Background: an optimization exercise with open tools, aiming at small area. Do not read the settings as production practice. The RTL of this run was laid out without a check of its function. Power is estimated from default activity; no workload was simulated.

==> flow/design.v <==
module EQComparator_16bit#(
    parameter WORD_WIDTH = 16
)(
    input logic             [WORD_WIDTH-1:0]    inA,
    input logic             [WORD_WIDTH-1:0]    inB,
    output logic                                out
);
    assign out = (inA == inB) ? 1 : 0;
endmodule
`timescale 1ns / 1ps
module QTU_FMB #(
    parameter MEM_DEPTH = 2048,
    parameter MEM_WIDTH = 8,
    parameter WORD_WIDTH = 16
)(
    input logic                             clk,
    input logic                             nrst,
    input logic                             en,
    input logic                             iAmDestination,
    input logic                             HB_Reset,
    input logic         [WORD_WIDTH-1:0]    fSourceID,
    input logic         [WORD_WIDTH-1:0]    fSourceHops,
    input logic         [WORD_WIDTH-1:0]    fQValue,
    input logic         [WORD_WIDTH-1:0]    fEnergyLeft,
    input logic         [WORD_WIDTH-1:0]    fHopsFromCH,
    input logic         [WORD_WIDTH-1:0]    fChosenCH,
    input logic         [WORD_WIDTH-1:0]    chosenCH,
    input logic         [WORD_WIDTH-1:0]    hopsFromCH,
    input logic         [WORD_WIDTH-1:0]    myQValue,
    output logic        [WORD_WIDTH-1:0]    nodeID,
    output logic        [WORD_WIDTH-1:0]    nodeHops,
    output logic        [WORD_WIDTH-1:0]    nodeEnergy,
    output logic        [WORD_WIDTH-1:0]    nodeQValue,
    output logic        [4:0]               neighborIndex,  
    output logic        [WORD_WIDTH-1:0]    chosenHop,
    output logic        [4:0]               neighborCount,
    output logic                            QTUFMB_done
);
logic                                   neighbors_valid [31:0];
logic               [WORD_WIDTH-1:0]    neighbors_neighborID [31:0];
    logic               [1:0]               state;
    logic               [WORD_WIDTH-1:0]    hopsNeeded;  
    logic               [WORD_WIDTH-1:0]    maxQValue; 
    logic               [WORD_WIDTH-1:0]    bestNeighbor;
    logic               [31:0]              oneHotIndex;
    logic               [5:0]               encoder_out;
    logic               [WORD_WIDTH-1:0]    nextHop;
    logic               [WORD_WIDTH-1:0]    nextHopCount;
    parameter s_idle = 2'b00;
    parameter s_process = 2'b01;
    parameter s_output = 2'b10;
    parameter s_HBreset = 2'b11;
    always@(posedge clk or negedge nrst) begin
        if(!nrst) begin
            state <= s_idle;
        end
        else begin
            case(state)
                s_idle: begin
                    if(en && !HB_Reset) begin     
                        state <= s_process;
                    end
                    else if(HB_Reset) begin
                        state <= s_HBreset;
                    end
                    else begin
                        state <= s_idle;
                    end
                end
                s_process: begin
                    if(fChosenCH == chosenCH) begin
                        state <= s_output;
                    end
                    else begin
                        state <= s_idle;
                    end
                end
                s_output: begin
                    state <= s_idle;
                end
                s_HBreset: begin
                    state <= s_idle;
                end
                default: state <= state;
            endcase
        end
    end
    always@(posedge clk or negedge nrst) begin
        if(!nrst) begin
            for(int i = 0; i < 32; i++) begin
                neighbors_valid[i] <= 0;
            end
        end
        else begin
            case(state)
                s_output: begin
                    if((encoder_out == 6'h20 || (!neighbors_valid[neighborIndex])) && (fChosenCH == chosenCH)) begin
                        neighbors_valid[neighborIndex] <= 1;
                    end
                end
                s_HBreset: begin
                    for(int i = 0; i < 32; i++) begin
                        if(neighbors_valid[i] != 0) begin
                            neighbors_valid[i] <= 0;
                        end
                        else begin
                            neighbors_valid[i] <= neighbors_valid[i];
                        end
                    end
                end
                default: begin
                    neighbors_valid[neighborIndex] <= neighbors_valid[neighborIndex];
                end
            endcase
        end
    end
    always@(posedge clk or negedge nrst)  begin
        if(!nrst) begin
            neighborCount <= 0;
        end
        else begin
            case(state)
                s_output: begin
                    if((fChosenCH == chosenCH) && ((!neighbors_valid[neighborIndex]) || encoder_out == 6'h20)) begin
                        neighborCount <= neighborCount + 1;
                    end
                    else begin
                        neighborCount <= neighborCount;
                    end
                end
                s_HBreset: begin
                    neighborCount <= 0;
                end
                default: neighborCount <= neighborCount;
            endcase
        end
    end
    always@(posedge clk or negedge nrst) begin
        if(!nrst) begin
            nodeID <= 16'h0;
        end
        else begin
            case(state)
                s_output: begin
                    nodeID <= fSourceID;
                end
                default: nodeID <= nodeID; 
            endcase
        end
    end
    always@(posedge clk or negedge nrst) begin
        if(!nrst) begin
            nodeHops <= 16'hFFFF;
        end
        else begin
            case(state)
                s_output: begin
                    nodeHops <= fSourceHops;
                end
                default: nodeHops <= nodeHops; 
            endcase
        end
    end
    always@(posedge clk or negedge nrst) begin
        if(!nrst) begin
            nodeEnergy <= 16'h0;
        end
        else begin
            case(state)
                s_output: begin
                    nodeEnergy <= fEnergyLeft;
                end
                default: nodeEnergy <= nodeEnergy; 
            endcase
        end
    end
    always@(posedge clk or negedge nrst) begin
        if(!nrst) begin
            nodeQValue <= 16'h0;
        end
        else begin
            case(state)
                s_output: begin
                    nodeQValue <= fQValue;
                end
                default: nodeQValue <= nodeQValue; 
            endcase
        end
    end
    always@(posedge clk or negedge nrst) begin
        if(!nrst) begin
            QTUFMB_done <= 0;
        end
        else begin
            case(state)
                s_output: begin
                    QTUFMB_done <= 1;
                end
                default: begin 
                    QTUFMB_done <= 0;
                end
            endcase
        end
    end
    always@(posedge clk or negedge nrst) begin
        if(!nrst) begin
            hopsNeeded <= 16'hFFFF;
        end
        else begin
            if(HB_Reset) begin
                hopsNeeded <= 16'hFFFF;
            end
            else begin
                hopsNeeded <= hopsFromCH - 1;
            end
        end
    end
    always@(posedge clk or negedge nrst) begin
        if(!nrst) begin
            maxQValue <= 0;
        end
        else begin
            case(state) 
                s_output: begin
                    if(iAmDestination) begin
                        if(fHopsFromCH == hopsNeeded) begin
                            if(fQValue > maxQValue) begin
                                maxQValue <= fQValue;
                            end
                            else begin
                                maxQValue <= maxQValue;
                            end
                        end
                    end
                    else begin
                        maxQValue <= maxQValue;
                    end
                end
                s_HBreset: begin
                    maxQValue <= 0;
                end
                default: maxQValue <= maxQValue;
            endcase
        end
    end
    always@(posedge clk or negedge nrst) begin
        if(!nrst) begin
            bestNeighbor <= 16'hFFFF;
        end
        else begin
            case(state)
                s_output: begin
                    if(iAmDestination) begin
                        if(hopsNeeded == 0) begin
                            bestNeighbor <= chosenCH;
                        end
                        else if(fHopsFromCH == hopsNeeded) begin
                            if(fQValue > maxQValue) begin
                                bestNeighbor <= fSourceID;
                            end
                            else if(fQValue == maxQValue) begin
                                if(fSourceID < bestNeighbor) begin
                                    bestNeighbor <= fSourceID;
                                end
                                else begin
                                    bestNeighbor <= bestNeighbor;
                                end
                            end
                            else begin
                                bestNeighbor <= bestNeighbor;
                            end
                        end
                        else begin
                            bestNeighbor <= bestNeighbor;
                        end
                    end
                    else begin
                        bestNeighbor <= bestNeighbor;
                    end
                end
                s_HBreset: begin
                    bestNeighbor <= 16'hFFFF;
                end
                default: begin
                    bestNeighbor <= bestNeighbor;
                end
            endcase
        end
    end
    always@(posedge clk or negedge nrst) begin
        if(!nrst) begin
            nextHop <= 16'hffff;
        end
        else begin
            case(state)
                s_output: begin
                    nextHop <= bestNeighbor;
                end
                default: begin
                    if(!HB_Reset) begin
                        nextHop <= nextHop;
                    end
                    else begin
                        nextHop <= 16'hffff;
                    end
                end
            endcase
        end
    end
    always@(posedge clk or negedge nrst) begin
        if(!nrst) begin
            nextHopCount <= 16'hFFFF;
        end
        else begin
            case(state)
                s_output: begin
                    if((fChosenCH == chosenCH) && (encoder_out == 6'h20 || (!neighbors_valid[neighborIndex]))) begin
                        nextHopCount <= hopsNeeded;
                    end
                    else begin
                        nextHopCount <= nextHopCount;
                    end
                end
                default: begin
                    if(!HB_Reset) begin
                        nextHopCount <= nextHopCount;
                    end
                    else begin
                        nextHopCount <= 16'hFFFF;
                    end
                end
            endcase
        end
    end
    always_comb begin
        case(oneHotIndex)
            32'b00000000000000000000000000000001: encoder_out <= 6'd0;
            32'b00000000000000000000000000000010: encoder_out <= 6'd1;
            32'b00000000000000000000000000000100: encoder_out <= 6'd2;
            32'b00000000000000000000000000001000: encoder_out <= 6'd3;
            32'b00000000000000000000000000010000: encoder_out <= 6'd4;
            32'b00000000000000000000000000100000: encoder_out <= 6'd5;
            32'b00000000000000000000000001000000: encoder_out <= 6'd6;
            32'b00000000000000000000000010000000: encoder_out <= 6'd7;
            32'b00000000000000000000000100000000: encoder_out <= 6'd8;
            32'b00000000000000000000001000000000: encoder_out <= 6'd9;
            32'b00000000000000000000010000000000: encoder_out <= 6'd10;
            32'b00000000000000000000100000000000: encoder_out <= 6'd11;
            32'b00000000000000000001000000000000: encoder_out <= 6'd12;
            32'b00000000000000000010000000000000: encoder_out <= 6'd13;
            32'b00000000000000000100000000000000: encoder_out <= 6'd14;
            32'b00000000000000001000000000000000: encoder_out <= 6'd15;
            32'b00000000000000010000000000000000: encoder_out <= 6'd16;
            32'b00000000000000100000000000000000: encoder_out <= 6'd17;
            32'b00000000000001000000000000000000: encoder_out <= 6'd18;
            32'b00000000000010000000000000000000: encoder_out <= 6'd19;
            32'b00000000000100000000000000000000: encoder_out <= 6'd20;
            32'b00000000001000000000000000000000: encoder_out <= 6'd21;
            32'b00000000010000000000000000000000: encoder_out <= 6'd22;
            32'b00000000100000000000000000000000: encoder_out <= 6'd23;
            32'b00000001000000000000000000000000: encoder_out <= 6'd24;
            32'b00000010000000000000000000000000: encoder_out <= 6'd25;
            32'b00000100000000000000000000000000: encoder_out <= 6'd26;
            32'b00001000000000000000000000000000: encoder_out <= 6'd27;
            32'b00010000000000000000000000000000: encoder_out <= 6'd28;
            32'b00100000000000000000000000000000: encoder_out <= 6'd29;
            32'b01000000000000000000000000000000: encoder_out <= 6'd30;
            32'b10000000000000000000000000000000: encoder_out <= 6'd31;
            default: encoder_out <= 6'd32;
        endcase
    end
    EQComparator_16bit C0    (.inA(fSourceID), 
                            .inB(neighbors_neighborID[0]),
                            .out(oneHotIndex[0])
    );
    EQComparator_16bit C1    (.inA(fSourceID), 
                            .inB(neighbors_neighborID[1]),
                            .out(oneHotIndex[1])
    );
    EQComparator_16bit C2    (.inA(fSourceID), 
                            .inB(neighbors_neighborID[2]),
                            .out(oneHotIndex[2])
    );
    EQComparator_16bit C3    (.inA(fSourceID), 
                            .inB(neighbors_neighborID[3]),
                            .out(oneHotIndex[3])
    );
    EQComparator_16bit C4    (.inA(fSourceID), 
                            .inB(neighbors_neighborID[4]),
                            .out(oneHotIndex[4])
    );
    EQComparator_16bit C5    (.inA(fSourceID), 
                            .inB(neighbors_neighborID[5]),
                            .out(oneHotIndex[5])
    );
    EQComparator_16bit C6    (.inA(fSourceID), 
                            .inB(neighbors_neighborID[6]),
                            .out(oneHotIndex[6])
    );
    EQComparator_16bit C7    (.inA(fSourceID), 
                            .inB(neighbors_neighborID[7]),
                            .out(oneHotIndex[7])
    );
    EQComparator_16bit C8    (.inA(fSourceID), 
                            .inB(neighbors_neighborID[8]),
                            .out(oneHotIndex[8])
    );
    EQComparator_16bit C9    (.inA(fSourceID), 
                            .inB(neighbors_neighborID[9]),
                            .out(oneHotIndex[9])
    );
    EQComparator_16bit C10   (.inA(fSourceID), 
                            .inB(neighbors_neighborID[10]),
                            .out(oneHotIndex[10])
    );
    EQComparator_16bit C11   (.inA(fSourceID), 
                            .inB(neighbors_neighborID[11]),
                            .out(oneHotIndex[11])
    );
    EQComparator_16bit C12   (.inA(fSourceID), 
                            .inB(neighbors_neighborID[12]),
                            .out(oneHotIndex[12])
    );
    EQComparator_16bit C13   (.inA(fSourceID), 
                            .inB(neighbors_neighborID[13]),
                            .out(oneHotIndex[13])
    );
    EQComparator_16bit C14   (.inA(fSourceID), 
                            .inB(neighbors_neighborID[14]),
                            .out(oneHotIndex[14])
    );
    EQComparator_16bit C15   (.inA(fSourceID), 
                            .inB(neighbors_neighborID[15]),
                            .out(oneHotIndex[15])
    );
    EQComparator_16bit C16   (.inA(fSourceID), 
                            .inB(neighbors_neighborID[16]),
                            .out(oneHotIndex[16])
    );
    EQComparator_16bit C17   (.inA(fSourceID), 
                            .inB(neighbors_neighborID[17]),
                            .out(oneHotIndex[17])
    );
    EQComparator_16bit C18   (.inA(fSourceID), 
                            .inB(neighbors_neighborID[18]),
                            .out(oneHotIndex[18])
    );
    EQComparator_16bit C19   (.inA(fSourceID), 
                            .inB(neighbors_neighborID[19]),
                            .out(oneHotIndex[19])
    );
    EQComparator_16bit C20   (.inA(fSourceID), 
                            .inB(neighbors_neighborID[20]),
                            .out(oneHotIndex[20])
    );
    EQComparator_16bit C21   (.inA(fSourceID), 
                            .inB(neighbors_neighborID[21]),
                            .out(oneHotIndex[21])
    );
    EQComparator_16bit C22   (.inA(fSourceID), 
                            .inB(neighbors_neighborID[22]),
                            .out(oneHotIndex[22])
    );
    EQComparator_16bit C23   (.inA(fSourceID), 
                            .inB(neighbors_neighborID[23]),
                            .out(oneHotIndex[23])
    );
    EQComparator_16bit C24   (.inA(fSourceID), 
                            .inB(neighbors_neighborID[24]),
                            .out(oneHotIndex[24])
    );
    EQComparator_16bit C25   (.inA(fSourceID), 
                            .inB(neighbors_neighborID[25]),
                            .out(oneHotIndex[25])
    );
    EQComparator_16bit C26   (.inA(fSourceID), 
                            .inB(neighbors_neighborID[26]),
                            .out(oneHotIndex[26])
    );
    EQComparator_16bit C27   (.inA(fSourceID), 
                            .inB(neighbors_neighborID[27]),
                            .out(oneHotIndex[27])
    );
    EQComparator_16bit C28   (.inA(fSourceID), 
                            .inB(neighbors_neighborID[28]),
                            .out(oneHotIndex[28])
    );
    EQComparator_16bit C29   (.inA(fSourceID), 
                            .inB(neighbors_neighborID[29]),
                            .out(oneHotIndex[29])
    );
    EQComparator_16bit C30   (.inA(fSourceID), 
                            .inB(neighbors_neighborID[30]),
                            .out(oneHotIndex[30])
    );
    EQComparator_16bit C31   (.inA(fSourceID), 
                            .inB(neighbors_neighborID[31]),
                            .out(oneHotIndex[31])
    );
    always@(posedge clk or negedge nrst) begin
        if(!nrst) begin
            for(int i = 0; i < 32; i++) begin
                neighbors_neighborID[i] <= 0;
            end
        end
        else begin
            case(state)
                s_output: begin
                    if((encoder_out == 6'h20 || (!neighbors_valid[neighborIndex])) && (fChosenCH == chosenCH)) begin
                        neighbors_neighborID[neighborIndex] <= fSourceID;
                    end
                    else begin
                        neighbors_neighborID[neighborIndex] <= neighbors_neighborID[neighborIndex];
                    end
                end
                default: begin
                    neighbors_neighborID[neighborIndex] <= neighbors_neighborID[neighborIndex];
                end
            endcase
        end
    end
    always@(posedge clk or negedge nrst) begin
        if(!nrst) begin
            neighborIndex <= 0;
        end
        else begin
            case(state) 
                s_process: begin
                    if((encoder_out == 6'h20 || (!neighbors_valid[neighborIndex])) && (fChosenCH == chosenCH)) begin
                        neighborIndex <= neighborCount;
                    end
                    else begin
                        neighborIndex <= encoder_out;
                    end
                end
                default: begin
                    neighborIndex <= neighborIndex;
                end
            endcase
        end
    end
assign chosenHop = bestNeighbor;
endmodule
==> flow/run.sh <==
#!/bin/bash
# synth_recipe.tcl (not shown) runs the flow's synth.tcl, then flattens the netlist and writes it again
# the make line also repeats each setting of config.mk as NAME=value (left out here)
make -C /OpenROAD-flow-scripts/flow DESIGN_CONFIG=/design/flow/config.mk WORK_HOME=/design/flow/orfs CLKGATE_MAP_FILE= SYNTH_SCRIPT=/design/flow/synth_recipe.tcl finish
==> flow/config.mk <==
export PLATFORM = sky130hd
export DESIGN_NAME = QTU_FMB
export DESIGN_NICKNAME = QTU_FMB
export VERILOG_FILES = /design/flow/design.v
export SDC_FILE = /design/flow/constraint.sdc
export NUM_CORES = 4
export LEC_CHECK = 0
export CAP_MARGIN = 20
export CORE_MARGIN = 2
export CORE_UTILIZATION = 40
export SLEW_MARGIN = 20
==> flow/constraint.sdc <==
create_clock -name core_clock -period 10.0 [get_ports {clk}]
set_input_delay 2.0000 -clock core_clock [delete_from_list [all_inputs] [get_ports {clk}]]
set_output_delay 2.0000 -clock core_clock [all_outputs]
set_load 0.01 [all_outputs]
==> results.txt <==
-- state kept, by name, indices dropped and copies added, names as in the netlist, 2 cells and up --
register and count:
nodeID 16, bestNeighbor 16, neighborIndex 5, maxQValue 16, nodeEnergy 16, nodeHops 16
neighborCount 5, hopsNeeded 16, neighbors_valid 32, state 2, nodeQValue 16, neighbors_neighborID 512
-- cell families (layout without fill, tap and decap cells) --
kind of cell / after synthesis / after routing / synth area share [%]
xor gates and xnor gates: 568 / 568 / 13.25
and+or+nand+nor: 1220 / 1220 / 15.68
DFF: 669 / 669 / 44.76
AOI/OAI and AO/OA: 807 / 807 / 13.77
adders and majority gates: 33 / 33 / 1.100
muxes: 235 / 235 / 6.930
buffers and inverters: 337 / 535 / 4.503
other: 0 / 2 / 0
-- metrics by stage --
step	power [uW]	setup slack [ps]
3_5_place_dp	5105	1780
6_report	8020	2154
2_1_floorplan	4309	4586
3_3_place_gp	5071	1798
5_1_grt	8367	2068
4_1_cts	8051	2466
-- how the worst max path moves through the flow --
| stage | slack, ps | startpoint | cells past startpoint | endpoint |
|---|---|---|---|---|
| floorplan | 4590 | fSourceID[4] | 16 | neighbors_neighborID[20][5] |
| global placement | 1800 | fSourceID[12] | 13 | neighbors_neighborID[16][5] |
| detailed placement | 1780 | fSourceID[12] | 13 | neighbors_neighborID[20][10] |
| CTS | 2470 | fSourceID[12] | 13 | neighbors_neighborID[16][3] |
| global route | 2070 | fSourceID[15] | 12 | neighbors_neighborID[19][10] |
| finish | 2150 | fSourceID[12] | 13 | neighbors_neighborID[18][14] |
-- critical path, delay by kind of cell --
| kind | cells | cell delay (ps) |
|---|---|---|
| AO/OA/AOI/OAI | 2 | 570 |
| XOR/XNOR | 1 | 140 |
| buffers and inverters | 3 | 1100 |
| multiplexers | 1 | 820 |
| AND/OR/NAND/NOR | 6 | 3640 |
-- report_power, final --
part / total (uW) / switching, uW / internal, uW
Combinational: 1620 / 859 / 760
Sequential: 3450 / 292 / 3160
Clock: 2950 / 1210 / 1750
-- cell usage in the layout (no fill, tap or decap), drive strengths merged, types with 7 or more instances in the layout --
master / synthesis / layout
buf: 107 / 145
a21o: 16 / 16
xor2: 168 / 168
o21a: 7 / 7
a221oi: 13 / 13
nor3: 25 / 25
a22o: 11 / 11
or2: 8 / 8
o21ai: 310 / 310
ha: 33 / 33
clkbuf: 186 / 126
nand3: 39 / 39
nor4: 95 / 95
mux2i: 51 / 51
clkdlybuf4s50: 0 / 206
a21oi: 174 / 174
a22oi: 219 / 219
mux2: 184 / 184
or4: 10 / 10
xnor2: 400 / 400
nand4: 135 / 135
nand2b: 23 / 23
nand3b: 9 / 9
dfrtp: 621 / 621
a222oi: 7 / 7
nor2: 176 / 176
and4: 11 / 11
nand2: 633 / 633
inv: 44 / 46
and3: 15 / 15
nor2b: 18 / 18
dfstp: 48 / 48
clkinv: 0 / 7
-- final cells by class --
type,instances,area (um^2)
inverter,44,165.2
clock buffer,126,2407
fill,8925,49620
multi-input combinational,2863,19270
timing repair buffer,351,3156
sequential,669,16800
clock inverter,14,191.4
antenna,2,5.005
tap,1254,1569
-- metal layers --
layer  share of wire (%)  up-vias  global-route usage, %
met3                  10      357                  8.017
met5               0.019        -                      0
met4                 5.6        4                  14.75
li1                    -    13803                      -
met2                  44     1428                  46.29
met1                  41    15400                  41.31
==> flow_summary.json <==
{
  "status": "complete, no violations",
  "clkLatencyLatePin_ps": 660,
  "place_area_um2": 40960,
  "dieHeight_um": 310.3,
  "r2r_slack_ps": 3690,
  "holdWs_ps": 454.8,
  "cts_tree": "built",
  "yosys_most_used_dff": "dfrtp_1",
  "grt_pass1_vias": 29550,
  "worstPathRequired_ps": 10490,
  "critPathArrivalTime_ps": 8330,
  "synth.most_common_cell": "nand2_1",
  "ys_types": 77,
  "reg2reg_to": "neighbors_neighborID[18][14]",
  "hold_end": "nodeHops[11]",
  "first_pass_iters": 6,
  "fin_nets": 4189,
  "crit_type": "in2reg",
  "slowest_delay_ps": 1040,
  "overflow": 0,
  "finalSetupViolCount": 0,
  "die_area_um2": 96300,
  "post-cts-setup-buffers": 0,
  "synth_warnings": 5,
  "final_util_pct": 46.75,
  "drc_errors": 0,
  "final_layout_size_suffix_gt1_share_pct": 15.56,
  "cts_num_sinks": 669,
  "ys_ff_latch": 669,
  "fmax_mhz": 127.5,
  "fin_cells": 5323,
  "end_kind": "flop",
  "core_area_um2": 93190,
  "yosysTopAreaCell": "dfrtp_1",
  "crit_fanout": 15,
  "initial_utilization_pct": 40.28,
  "syn_area_um2": 37530,
  "synth.top_cells.by_area": "dfrtp_1, xnor2_1, nand2_1",
  "holdPathStages": 2,
  "grt_antenna_before_repair": 6,
  "crit_slowest_cell": "nor4_2",
  "slew_viol_final": 0,
  "tns_ps": 0,
  "cp-start-kind": "input port",
  "post-route-cell-area_um2": 43570,
  "syn_to_final_growth_pct": 16.08,
  "crit_chain": "buf_2 -> buf_4 -> xnor2_1 -> nand4_1 -> nor4_2 -> nor4_1 -> nand4_1 -> nor2_1 -> o41ai_4 -> and2_2 -> mux2i_4 -> buf_4 -> o21ai_1",
  "fin_crit_sh_pct": 78.46,
  "worstMarginPinSlew_ps": 1254,
  "ioPinCount": 240,
  "drt_iter0_markers": 3629,
  "cts_resized": 0,
  "ys_seq_area_share_pct": 44.76,
  "io_buffers": 223,
  "vias_per_cell": 5.822,
  "place_hpwl_mm": 104.3,
  "h-tree-depth": 3,
  "power.density_nw_per_um2": 184.1,
  "synthesis.instances": 3869,
  "finalHoldViolCount": 0,
  "cts_buffers": 78,
  "grt_max_degree": 144,
  "cts-root-buf": "clkbuf_16",
  "async_flop_share_pct": 100.0,
  "maxSlewHeadroom_pct": 15.65,
  "detail_route.wl_per_cell_um": 27.83,
  "hp-start": "nodeHops[11]",
  "via_count": 30992,
  "synth_top_area_share_pct": 41.40,
  "hold_buffers": 0,
  "die_w_um": 310.3,
  "synthTopCellsByCount": "nand2_1, dfrtp_1, xnor2_1",
  "cts_buffer_depth": 3,
  "hold_class": "reg2reg",
  "grt_pass1_wl_mm": 213.5,
  "routed_wirelength_mm": 148.1,
  "gp_congestion": 1.003,
  "rsz0062_at_grt": "false",
  "skew_ps": 32.91,
  "syn_nets": 4051,
  "rows": 112,
  "synth-edff-count": 0,
  "r2r_start": "neighbors_neighborID[21][12]",
  "reg2reg_depth": 11,
  "antenna_left": 0,
  "dp_cells": 5181,
  "p_leak_uw": 0.01884,
  "ir_drop_uv": 124.8,
  "final_period_minus_worst_setup_slack_ps": 7846,
  "postSynthAreaPerCell_um2": 9.701,
  "clk_pin_slew_worst_paths_ps": 60,
  "grt_usage_pct": 30.80,
  "cap_violations": 0
}

==> afterwards: timing with drivers on the ports <==
The results above use ideal ports. As a check the final layout listed here was re-extracted and re-timed, cells and wires unchanged.
Step 1: set_driving_cell puts a clkbuf_16 on clk and a buf_2 on each other input, an assumption about the parent block.
Step 2 moves the port delays by t, midway between the first and last clock arrival at a register: inputs arrive t later, outputs are due t later. That takes back most of the time a late clock gives input paths.
Three values: ideal ports, drivers, drivers and shift; two values: the first two.
t, ns: 0.708
setup slack, ns: 2.154 / 2.167 / 1.459
worst setup path after step 2: input to register
After both steps setup and hold are still met in this run. For this run, drivers alone change the setup slack by +0.013 ns; drivers and shift together by -0.695 ns.
